Context: an optimization exercise on an open-source flow, tuned for small area and a short achievable clock period. The choices shown serve that exercise and are no tape-out recipe. Only simulation tests tie the RTL to the original design; equivalence was not proved. Power and IR drop assume default switching activity.

## flow/design.v (module list and top-level ports; edited modules follow where they fit)
// module mk_mac: 957 lines
module mk_mac(CLK,
	      RST_N,
	      put_inp_A_a,
	      EN_put_inp_A,
	      RDY_put_inp_A,
	      put_inp_B_b,
	      EN_put_inp_B,
	      RDY_put_inp_B,
	      put_inp_C_c,
	      EN_put_inp_C,
	      RDY_put_inp_C,
	      put_inp_sel_sel,
	      EN_put_inp_sel,
	      RDY_put_inp_sel,
	      get_mac_op,
	      RDY_get_mac_op);
  // ...
==> flow/run.sh <==
#!/bin/bash
# synth_recipe.tcl (not shown) runs the flow's synth.tcl, then flattens the netlist and writes it again
# the make line also repeats each setting of config.mk as NAME=value (left out here)
make -C /OpenROAD-flow-scripts/flow DESIGN_CONFIG=/design/flow/config.mk WORK_HOME=/design/flow/orfs CLKGATE_MAP_FILE= SYNTH_SCRIPT=/design/flow/synth_recipe.tcl finish
==> flow/config.mk <==
export PLATFORM = sky130hd
export DESIGN_NAME = mk_mac
export DESIGN_NICKNAME = mk_mac
export VERILOG_FILES = /design/flow/design.v
export SDC_FILE = /design/flow/constraint.sdc
export NUM_CORES = 8
export LEC_CHECK = 0
export ABC_AREA = 1
export CAP_MARGIN = 20
export CORE_MARGIN = 2
export CORE_UTILIZATION = 40
export SETUP_SLACK_MARGIN = 5
export SLEW_MARGIN = 20
==> flow/constraint.sdc <==
create_clock -name core_clock -period 9.0 [get_ports {CLK}]
set_input_delay 1.8000 -clock core_clock [delete_from_list [all_inputs] [get_ports {CLK}]]
set_output_delay 1.8000 -clock core_clock [all_outputs]
set_load 0.01 [all_outputs]
==> summary.md, run 1 <==
| Metric | Value |
|---|---|
| Outcome | `complete, no violations` |
| Layout Utilization | `46.8%` |
| Cells along the critical path | `ha_1 -> inv_1 -> fa_1 -> inv_1 -> nand3_1 -> nand2_1 -> nand3_1 -> nand2_1 -> a21oi_2 -> o21bai_1 -> a31oi_1 -> o21bai_1 -> a21oi_2 -> nor2_1 -> nand3_1 -> nand2_1 -> a21o_1 -> ha_4 -> nor2_4 -> o21ai_0 -> nor2_1 -> o21ai_1 -> a21oi_1 -> xor2_1` |
| Nets | `2905` |
| Pleak | `13.4 nW` |
| Routed Antenna Nets | `0` |
| CP endpoint | `t1_c[29]$_DFF_P_` |
| Seq/Total Area, Yosys | `56.7%` |
| Synth Area in Compound Gates | `7.60%` |
| GRT met2 Usage | `28.7%` |
| Clock network power | `2.56 mW` |
| Critical R2R Launch | `t0_r0[0]$_DFF_P_` |
| Routed len/inst | `15.3 um` |
| Final hold violations | `0` |
| Synth area leader | `dfxtp_1` |
| Seq cells post-synth | `661` |
| Clock slew at the register clock pins of the worst setup and hold paths | `0.06 ns` |
| Sink Count | `661` |
| Post-route minimum period | `3.85 ns` |
| Mux contribution to synthesized area | `0.440%` |
| Ant. Diodes | `0` |
| Worst slew pin tran | `0.983 ns` |
| Power per standard cell area | `371 nW/um^2` |
| Area contributors post-synth | `dfxtp_1 45%, edfxtp_1 12%, nand2_1 7.3%, ha_1 5.5%, inv_1 5.0%` |
| Hold_sp | `t2_c[29]$_DFF_P_` |
| Most frequent cells in the layout | `564 x dfxtp_1, 487 x nand2_1, 335 x inv_1` |
| Largest family of logic cells by synthesized area | `simple AND/OR/NAND/NOR gates` |
| #MultiIn Comb | `1479` |
| Final setup viols | `0` |
==> run 2: changes to the inputs <==
==> flow/flow/run.sh (new file) <==
#!/bin/bash
# Standard layout, logged.
bash standard.sh > standard.log 2>&1
==> flow/standard.sh (new file) <==
#!/bin/bash
# synth_recipe.tcl (not shown) runs the flow's synth.tcl, then flattens the netlist and writes it again
# the make line also repeats each setting of config.mk as NAME=value (left out here)
make -C /OpenROAD-flow-scripts/flow DESIGN_CONFIG=/design/flow/config.mk WORK_HOME=/design/flow/orfs CLKGATE_MAP_FILE= SYNTH_SCRIPT=/design/flow/synth_recipe.tcl "${@:-finish}"
removed: flow/run.sh
==> run 2 against run 1 <==
Maximum frequency did not move. Wire length stayed put. Clock power barely moved. Still clean. Register-to-register slack hardly changed. Global-route usage is the same. Non-clock buffer count unchanged. Largest power group unchanged. Clock skew is the same. Critical path depth unchanged.
==> summary.md, run 2 <==
| Metric | Value |
|---|---|
| Outcome | `complete, no violations (unchanged)` |
| Final worst slack | `5.15 ns (unchanged)` |
| CTS tree | `yes (unchanged)` |
| Delay-heaviest family, CP | `compound AO/OA/AOI/OAI gates (unchanged)` |
| Reg2Reg Depth | `24 (unchanged)` |
| CP max-delay cell | `fa_1 (unchanged)` |
| Post-synth ARST share | `0% (unchanged)` |
| Syn avg cell area | `9.73 sq um (unchanged)` |
| Remaining Overflow, GRT | `0 (unchanged)` |
| Post-Syn Area | `25000 sq um (unchanged)` |
| Worst path depth | `24 (unchanged)` |
| Clock skew | `0.0449 ns (unchanged)` |
| Most frequent cells in the layout | `564 x dfxtp_1, 487 x nand2_1, 335 x inv_1 (unchanged)` |
| Total Routed Length | `54300 um (unchanged)` |
| Largest net degree at the start of global routing | `63 (unchanged)` |
| Post-synth top area share | `45.1% (unchanged)` |
| CP Buf/Inv Count | `2 (unchanged)` |
| CP Data Required Time | `9.53 ns (about the same)` |
| Worst Setup Path Type | `flop to flop (unchanged)` |
| Core Area | `61800 sq um (unchanged)` |
| Post-synth EDFFs | `97 (unchanged)` |
| Commonest non-fill, non-tap cell in the layout | `dfxtp_1 (unchanged)` |
| I/O Buffers | `102 (unchanged)` |
| Starting Density | `40.5% (unchanged)` |
| First-pass GRT wire length | `85800 um (unchanged)` |
| Fmax achieved | `260 MHz (unchanged)` |
| Layout cell share with drive strength beyond 1 | `5.67% (unchanged)` |
| Seq cells post-synth | `661 (unchanged)` |
| Post-synth top flop | `dfxtp_1 (unchanged)` |
| Post-DP HPWL | `41700 um (unchanged)` |
| CP max stage delay | `0.35 ns (about the same)` |
| Root buf cell | `clkbuf_16 (unchanged)` |
| Worst Setup Start Kind | `flop (unchanged)` |
| Vias in the first global route | `16500 (unchanged)` |
| Hold path depth | `0 (unchanged)` |
| Routed len/inst | `15.3 um (unchanged)` |
| Slew headroom | `34.4% (unchanged)` |
| HP Class | `flop to flop (unchanged)` |
| Critical R2R Launch | `t0_r0[0]$_DFF_P_ (unchanged)` |
| Area contributors post-synth | `dfxtp_1 45%, edfxtp_1 12%, nand2_1 7.3%, ha_1 5.5%, inv_1 5.0% (unchanged)` |
| Synth area leader | `dfxtp_1 (unchanged)` |
| Final Cycle Share | `42.7% (unchanged)` |
| Hold_sp | `t2_c[29]$_DFF_P_ (unchanged)` |
| Antenna violations before repair | `0 (unchanged)` |
| Count leader, synth | `dfxtp_1 (unchanged)` |
| Clock slew at the register clock pins of the worst setup and hold paths | `0.06 ns (about the same)` |
| Number of vias per cell | `4.67 (unchanged)` |
| GP Congestion | `0.868 (unchanged)` |
| Post-route minimum period | `3.85 ns (unchanged)` |
| Drt initial violations | `1130 (unchanged)` |
| Count of different cell masters after synthesis | `58 (unchanged)` |
| Pleak | `13.4 nW (unchanged)` |
| Ant. Diodes | `0 (unchanged)` |
| Cells after Synth | `2574 (unchanged)` |
| Hold Path Sink | `t3_c[29]$_DFF_P_ (unchanged)` |
| Final hold violations | `0 (unchanged)` |
| Worst vdd rail ir drop | `0.198 mV (unchanged)` |
| Max-cap violation count | `0 (unchanged)` |
| # H-tree levels | `2 (unchanged)` |
| Area growth syn-to-layout | `15.7% (unchanged)` |
| Cells along the critical path | `ha_1 -> inv_1 -> fa_1 -> inv_1 -> nand3_1 -> nand2_1 -> nand3_1 -> nand2_1 -> a21oi_2 -> o21bai_1 -> a31oi_1 -> o21bai_1 -> a21oi_2 -> nor2_1 -> nand3_1 -> nand2_1 -> a21o_1 -> ha_4 -> nor2_4 -> o21ai_0 -> nor2_1 -> o21ai_1 -> a21oi_1 -> xor2_1 (unchanged)` |
| Setup TNS Final | `0 ns (unchanged)` |
| DRC Markers | `0 (unchanged)` |
| Final setup viols | `0 (unchanged)` |
| Sink Count | `661 (unchanged)` |
| Critical Path Fanout Max | `3 (unchanged)` |
| Die width | `254 um (unchanged)` |
| DR vias | `16600 (unchanged)` |
| Clk Latency, worst-skew pair | `0.64 ns (about the same)` |
| Routed Antenna Nets | `0 (unchanged)` |
| R2r endpoint | `t1_c[29]$_DFF_P_ (unchanged)` |
| Worst slew pin tran | `0.983 ns (unchanged)` |
| I/O pin total | `108 (unchanged)` |
| Max clock buf depth | `3 (unchanged)` |
| FP Rows | `91 (unchanged)` |
| Setup slack, reg-to-reg | `5.15 ns (about the same)` |
| Seq/Total Area, Yosys | `56.7% (unchanged)` |
| Total CTS buffers | `61 (unchanged)` |
| Die ar. | `64600 sq um (unchanged)` |
| GRT Overall Usage | `16.8% (unchanged)` |
| Nets | `2905 (unchanged)` |
| Power per standard cell area | `371 nW/um^2 (unchanged)` |
| Pre-Repair DR Iteration Count | `5 (unchanged)` |
| Ys Warns | `1 (unchanged)` |
| Die Y | `254 um (unchanged)` |
| Commonest cells post-synth | `564 x dfxtp_1, 487 x nand2_1, 336 x inv_1 (unchanged)` |
| Critical Path AT | `4.38 ns (about the same)` |
| Crit. End Element | `flop (unchanged)` |
| Place WS | `4.35 ns (unchanged)` |
| Slew Limit Fails | `0 (unchanged)` |
| RSZ-0062 raised after global routing | `true (unchanged)` |
[run 2: cell counts in the layout (fill, tap and decap cells not counted)]
Identical to the previous run, type by type.
[run 2: cell type report]
class	count	area, sq um
Fill cell	5756	32900
Sequential cell	661	14200
Multi-Input combinational cell	1479	9220
Clock buffer	89	1760
Inverter	343	1290
Timing Repair Buffer	117	1140
Tap cell	837	1050
Clock inverter	26	299
[run 2: what timing repair did]
action | CTS | global route
buffers inserted | 2 | 7
cloned | 0 | 0
pin swaps | 2 | 4
gates resized for setup | 6 | 5
endpoints found under the setup margin | 11 | 13
hold buffers | 0 | 0
[run 2: worst max path at each step]
stage,start,endpoint,slack [ns]
6_report,t0_r0[0]$_DFF_P_,t1_c[29]$_DFF_P_,5.15
5_1_grt,t0_r0[0]$_DFF_P_,t1_c[29]$_DFF_P_,4.83
4_1_cts,t0_r0[0]$_DFF_P_,t1_c[29]$_DFF_P_,5.01
3_5_place_dp,t0_r0[0]$_DFF_P_,t1_c[29]$_DFF_P_,4.35
3_3_place_gp,t0_r0[0]$_DFF_P_,t1_c[29]$_DFF_P_,4.58
2_1_floorplan,t0_r0[0]$_DFF_P_,t1_c[29]$_DFF_P_,5.48
[run 2: worst register-to-register path, cell delays in order (launching register included)]
cell      delay, ns
dfxtp_1        0.32
ha_1           0.14
inv_1          0.05
fa_1           0.35
inv_1          0.09
nand3_1        0.07
nand2_1        0.11
nand3_1        0.09
nand2_1        0.11
a21oi_2        0.08
o21bai_1       0.20
a31oi_1        0.14
o21bai_1       0.27
a21oi_2        0.11
nor2_1         0.14
nand3_1        0.09
nand2_1        0.11
a21o_1         0.16
ha_4           0.21
nor2_4         0.07
o21ai_0        0.17
nor2_1         0.19
o21ai_1        0.13
a21oi_1        0.18
xor2_1         0.18
[run 2: logic make-up (layout without fill, tap and decap cells)]
family,count (synthesis),count (layout),share of synthesized area (%)
buf+inv,438,575,6.65
simple gates,845,845,14.2
compound gates,331,331,7.60
fa+ha+maj,171,171,10.3
xor+xnor,116,116,4.06
other cells,1,5,0.0150
mux,11,11,0.440
flops,661,661,56.7
[run 2: per-layer routing]
metal / GRT usage (%) / share of wire (%)
met1: 21.7 / 45
met2: 28.7 / 48
met3: 2.34 / 4.2
met4: 5.95 / 3.0
met5: 0 / 0
[run 2: power by group]
group	total [mW]	internal (mW)	switching (mW)
registers	4.66	4.04	0.624
clock network	2.56	1.48	1.08
logic	3.52	1.34	2.17
[run 2: per-stage QoR]
step | power (mW) | hold WS, ns | cells | instance area (sq um) | utilization, %
2_1_floorplan | 7.05 | 0.310 | 2578 | 25100 | -
3_3_place_gp | 8.15 | 0.312 | 3427 | 26800 | 43.3
3_5_place_dp | 8.21 | 0.312 | 3428 | 26800 | 43.3
4_1_cts | 10.8 | 0.283 | 3545 | 28900 | 46.7
5_1_grt | 11.6 | 0.292 | 3552 | 29000 | 46.8
6_report | 10.7 | 0.287 | 3552 | 29000 | 46.8
==> run 3: changes to the inputs <==
==> flow/run.sh (new file) <==
#!/bin/bash
# synth_recipe.tcl (not shown) runs the flow's synth.tcl, then flattens the netlist and writes it again
# the make line also repeats each setting of config.mk as NAME=value (left out here)
make -C /OpenROAD-flow-scripts/flow DESIGN_CONFIG=/design/flow/config.mk WORK_HOME=/design/flow/orfs CLKGATE_MAP_FILE= SYNTH_SCRIPT=/design/flow/synth_recipe.tcl finish
--- a/flow/config.mk
+++ b/flow/config.mk
@@ -10,3 +10,4 @@
 export CORE_MARGIN = 2
-export CORE_UTILIZATION = 40
+export CORE_UTILIZATION = 65
+export PLACE_DENSITY = 0.75
 export SETUP_SLACK_MARGIN = 5
removed: flow/flow/run.sh
removed: flow/standard.sh
==> run 3 against run 2 <==
Still clean. Synthesized cell count unchanged. Setup slack better by 0.078 ns. Maximum frequency grew 2.1%. Critical endpoint unchanged. Largest cell class unchanged.
==> summary.md, run 3 <==
| Metric | Value |
|---|---|
| Pleak | `13.5 nW (was 13.4 nW)` |
| CTS tree | `yes (unchanged)` |
| Setup slack, reg-to-reg | `5.23 ns (was 5.15 ns)` |
| Ys Warns | `1 (unchanged)` |
| Worst slew pin tran | `1.02 ns (was 0.983 ns)` |
| Sink Count | `661 (unchanged)` |
| Wire length on met1 | `22500 um (was 24300 um)` |
| Commonest non-fill, non-tap cell in the layout | `dfxtp_1 (unchanged)` |
| Final hold violations | `0 (unchanged)` |
| Commonest cells post-synth | `564 x dfxtp_1, 487 x nand2_1, 336 x inv_1 (unchanged)` |
| Starting Density | `66.2% (was 40.5%)` |
| Die Y | `200 um (was 254 um)` |
| Most frequent cells in the layout | `564 x dfxtp_1, 486 x nand2_1, 335 x inv_1 (was 564 x dfxtp_1, 487 x nand2_1, 335 x inv_1)` |
| CP Data Required Time | `9.52 ns (was 9.53 ns)` |
| Cells after Synth | `2574 (unchanged)` |
| Post-synth top flop | `dfxtp_1 (unchanged)` |
| Crit. End Element | `flop (unchanged)` |
| Routed Antenna Nets | `0 (unchanged)` |
| Post-Syn Area | `25000 sq um (unchanged)` |
| RSZ-0062 raised after global routing | `true (unchanged)` |
| Die ar. | `40100 sq um (was 64600 sq um)` |
| First-pass GRT wire length | `85800 um (about the same)` |
| Fmax achieved | `265 MHz (was 260 MHz)` |
| WL met3 | `2690 um (was 2300 um)` |
| GP Congestion | `0.900 (was 0.868)` |
| Antenna violations before repair | `0 (unchanged)` |
| Remaining Overflow, GRT | `0 (unchanged)` |
| Uppermost layer routed | `met4 (unchanged)` |
| Ant. Diodes | `0 (unchanged)` |
| Post-route minimum period | `3.77 ns (was 3.85 ns)` |
| Worst Setup Start Kind | `flop (unchanged)` |
| Vias in the first global route | `16900 (was 16500)` |
| Seq/Total Area, Yosys | `56.7% (unchanged)` |
| Max-cap violation count | `0 (unchanged)` |
| Final Cycle Share | `41.9% (was 42.7%)` |
| Die width | `200 um (was 254 um)` |
| Worst vdd rail ir drop | `0.239 mV (was 0.198 mV)` |
| Nets | `2910 (was 2905)` |
| Area growth syn-to-layout | `14.9% (was 15.7%)` |
| DR vias | `16900 (was 16600)` |
| Layout Utilization | `76.0% (was 46.8%)` |
| Slew headroom | `31.6% (was 34.4%)` |
| Hold Path Sink | `t6_e[1]$_DFF_P_ (was t3_c[29]$_DFF_P_)` |
| Number of vias per cell | `5.23 (was 4.67)` |
| Post-synth top area share | `45.1% (unchanged)` |
| Critical R2R Launch | `t0_r0[0]$_DFF_P_ (unchanged)` |
| Max clock buf depth | `3 (unchanged)` |
| Total CTS buffers | `66 (was 61)` |
| Critical Path AT | `4.29 ns (was 4.38 ns)` |
| Critical Path Fanout Max | `3 (unchanged)` |
| Drt initial violations | `1229 (was 1130)` |
| Worst Setup Path Type | `flop to flop (unchanged)` |
| Hold Slack | `0.300 ns (was 0.287 ns)` |
| Outcome | `complete, no violations (unchanged)` |
| # hold bufs at CTS | `0 (unchanged)` |
| Clock skew | `0.0268 ns (was 0.0449 ns)` |
| Met2 Routed Length | `26800 um (was 26100 um)` |
| GRT Overall Usage | `27.1% (was 16.8%)` |
| HP Class | `flop to flop (unchanged)` |
| Largest net degree at the start of global routing | `63 (unchanged)` |
| Final setup viols | `0 (unchanged)` |
| # H-tree levels | `3 (was 2)` |
| Count leader, synth | `dfxtp_1 (unchanged)` |
| Reg2Reg Depth | `24 (unchanged)` |
| Setup TNS Final | `0 ns (unchanged)` |
| Total Routed Length | `54000 um (was 54300 um)` |
| Slew Limit Fails | `0 (unchanged)` |
| Post-synth EDFFs | `97 (unchanged)` |
| Clock slew at the register clock pins of the worst setup and hold paths | `0.06 ns (about the same)` |
| I/O Buffers | `102 (unchanged)` |
| Power per standard cell area | `384 nW/um^2 (was 371 nW/um^2)` |
| Pre-Repair DR Iteration Count | `5 (unchanged)` |
| Clk Latency, worst-skew pair | `0.60 ns (was 0.64 ns)` |
| Post-synth ARST share | `0% (unchanged)` |
| Post-DP HPWL | `39900 um (was 41700 um)` |
| Synth area leader | `dfxtp_1 (unchanged)` |
| Hold path depth | `0 (unchanged)` |
| Routed len/inst | `16.7 um (was 15.3 um)` |
| Hold_sp | `t5_e[1]$_DFF_P_ (was t2_c[29]$_DFF_P_)` |
| Syn avg cell area | `9.73 sq um (unchanged)` |
| FP Rows | `71 (was 91)` |
| Area contributors post-synth | `dfxtp_1 45%, edfxtp_1 12%, nand2_1 7.3%, ha_1 5.5%, inv_1 5.0% (unchanged)` |
| DRC Markers | `0 (unchanged)` |
| Seq cells post-synth | `661 (unchanged)` |
| Total power | `11.0 mW (was 10.7 mW)` |
| Core Area | `37800 sq um (was 61800 sq um)` |
| R2r endpoint | `t1_c[29]$_DFF_P_ (unchanged)` |
| Root buf cell | `clkbuf_16 (unchanged)` |
| I/O pin total | `108 (unchanged)` |
| Count of different cell masters after synthesis | `58 (unchanged)` |
| Layout cell share with drive strength beyond 1 | `6.54% (was 5.67%)` |
-- run 3: layout make-up --
| cell class | instances | area, sq um |
|---|---|---|
| well taps | 511 | 639 |
| clock inverters | 34 | 355 |
| repair buffers | 117 | 1130 |
| multi-input cells | 1479 | 9240 |
| clock buffers | 87 | 1900 |
| fillers | 2612 | 9070 |
| flip-flops and latches | 661 | 14200 |
| inverters | 343 | 1290 |
-- run 3: worst max path at each step --
stage / start / to / slack, ns / cells after the start
2_1_floorplan: t0_r0[0]$_DFF_P_ / t1_c[29]$_DFF_P_ / 5.48 / 24
3_3_place_gp: t0_r0[0]$_DFF_P_ / t1_c[29]$_DFF_P_ / 4.65 / 24
5_1_grt: t0_r0[0]$_DFF_P_ / t1_c[29]$_DFF_P_ / 4.93 / 24
4_1_cts: t0_r0[0]$_DFF_P_ / t1_c[31]$_DFF_P_ / 5.02 / 25
3_5_place_dp: t0_r0[0]$_DFF_P_ / t1_c[29]$_DFF_P_ / 4.41 / 24
6_report: t0_r0[0]$_DFF_P_ / t1_c[29]$_DFF_P_ / 5.23 / 24
-- run 3: metrics by stage --
stage	setup WS (ns)	cell area (sq um)	cells
floorplan	5.48	25100	2578
global placement	4.65	26400	3101
detailed placement	4.41	26400	3101
CTS	5.02	28700	3224
global route	4.93	28800	3232
finish	5.23	28800	3232
-- run 3: report_power, final --
group / internal, mW / leakage [nW] / switching, mW
registers: 4.04 / 5.70 / 0.641
clock network: 1.65 / 1.13 / 1.13
logic: 1.36 / 6.70 / 2.21
-- run 3: what timing repair did --
action                                 in CTS  in global routing
setup endpoints to repair                  11                 16
gates resized for setup                     6                 12
endpoints found under the hold margin       0                  0
pin swaps                                   2                  9
buffers inserted                            2                  8
-- run 3: kinds of logic (layout without fill, tap and decap cells) --
family,Yosys count,count (layout),synth area share [%]
and+or+nand+nor,845,845,14.2
DFF,661,661,56.7
buffers and inverters,438,581,6.65
AOI/OAI and AO/OA,331,331,7.60
adders and majority gates,171,171,10.3
xor gates and xnor gates,116,116,4.06
muxes,11,11,0.440
other,1,5,0.0150
-- run 3: metal layers --
layer | vias to the layer above | track usage (%)
li1 | 8420 | -
met3 | 121 | 4.57
met4 | 0 | 11.7
met1 | 7900 | 32.9
met5 | - | 0
met2 | 462 | 47.6
-- run 3: critical path: stages (launching register included) --
cell and delay (ns):
dfxtp_1 0.32, ha_1 0.13, inv_1 0.05, fa_1 0.35
inv_1 0.09, nand3_1 0.08, nand2_2 0.10, nand3_1 0.07
nand2_1 0.11, a21oi_2 0.08, o21bai_2 0.18, a31oi_2 0.13
o21bai_2 0.20, a21oi_2 0.09, nor2_1 0.13, nand3_1 0.09
nand2_1 0.11, a21o_1 0.21, ha_4 0.23, nor2_4 0.08
o21ai_0 0.16, nor2_1 0.20, o21ai_1 0.13, a21oi_1 0.21
xor2_1 0.17

## what the ideal ports hide
The results above use ideal ports. As a check the final layouts listed here were re-extracted and re-timed, cells and wires unchanged. Step 1 sets driving cells, clkbuf_16 on the clock port and buf_2 on the other inputs (assumed; they add their load-dependent delay and slew). Step 2 moves the port delays by t, midway between the first and last clock arrival at a register: inputs arrive t later, outputs are due t later. That takes back most of the time a late clock gives input paths. Slacks: ideal / step 1 / step 2; pairs: ideal / step 1.
run	t (ns)	setup slack, ns	worst register clock-pin slew, ns
run 1	0.673	5.154 / 5.154 / 5.154	0.07 / 0.07
run 2	0.673	5.154 / 5.154 / 5.154	0.07 / 0.07
run 3	0.639	5.232 / 5.232 / 5.232	0.07 / 0.07
After both steps setup and hold are still met in every run listed.
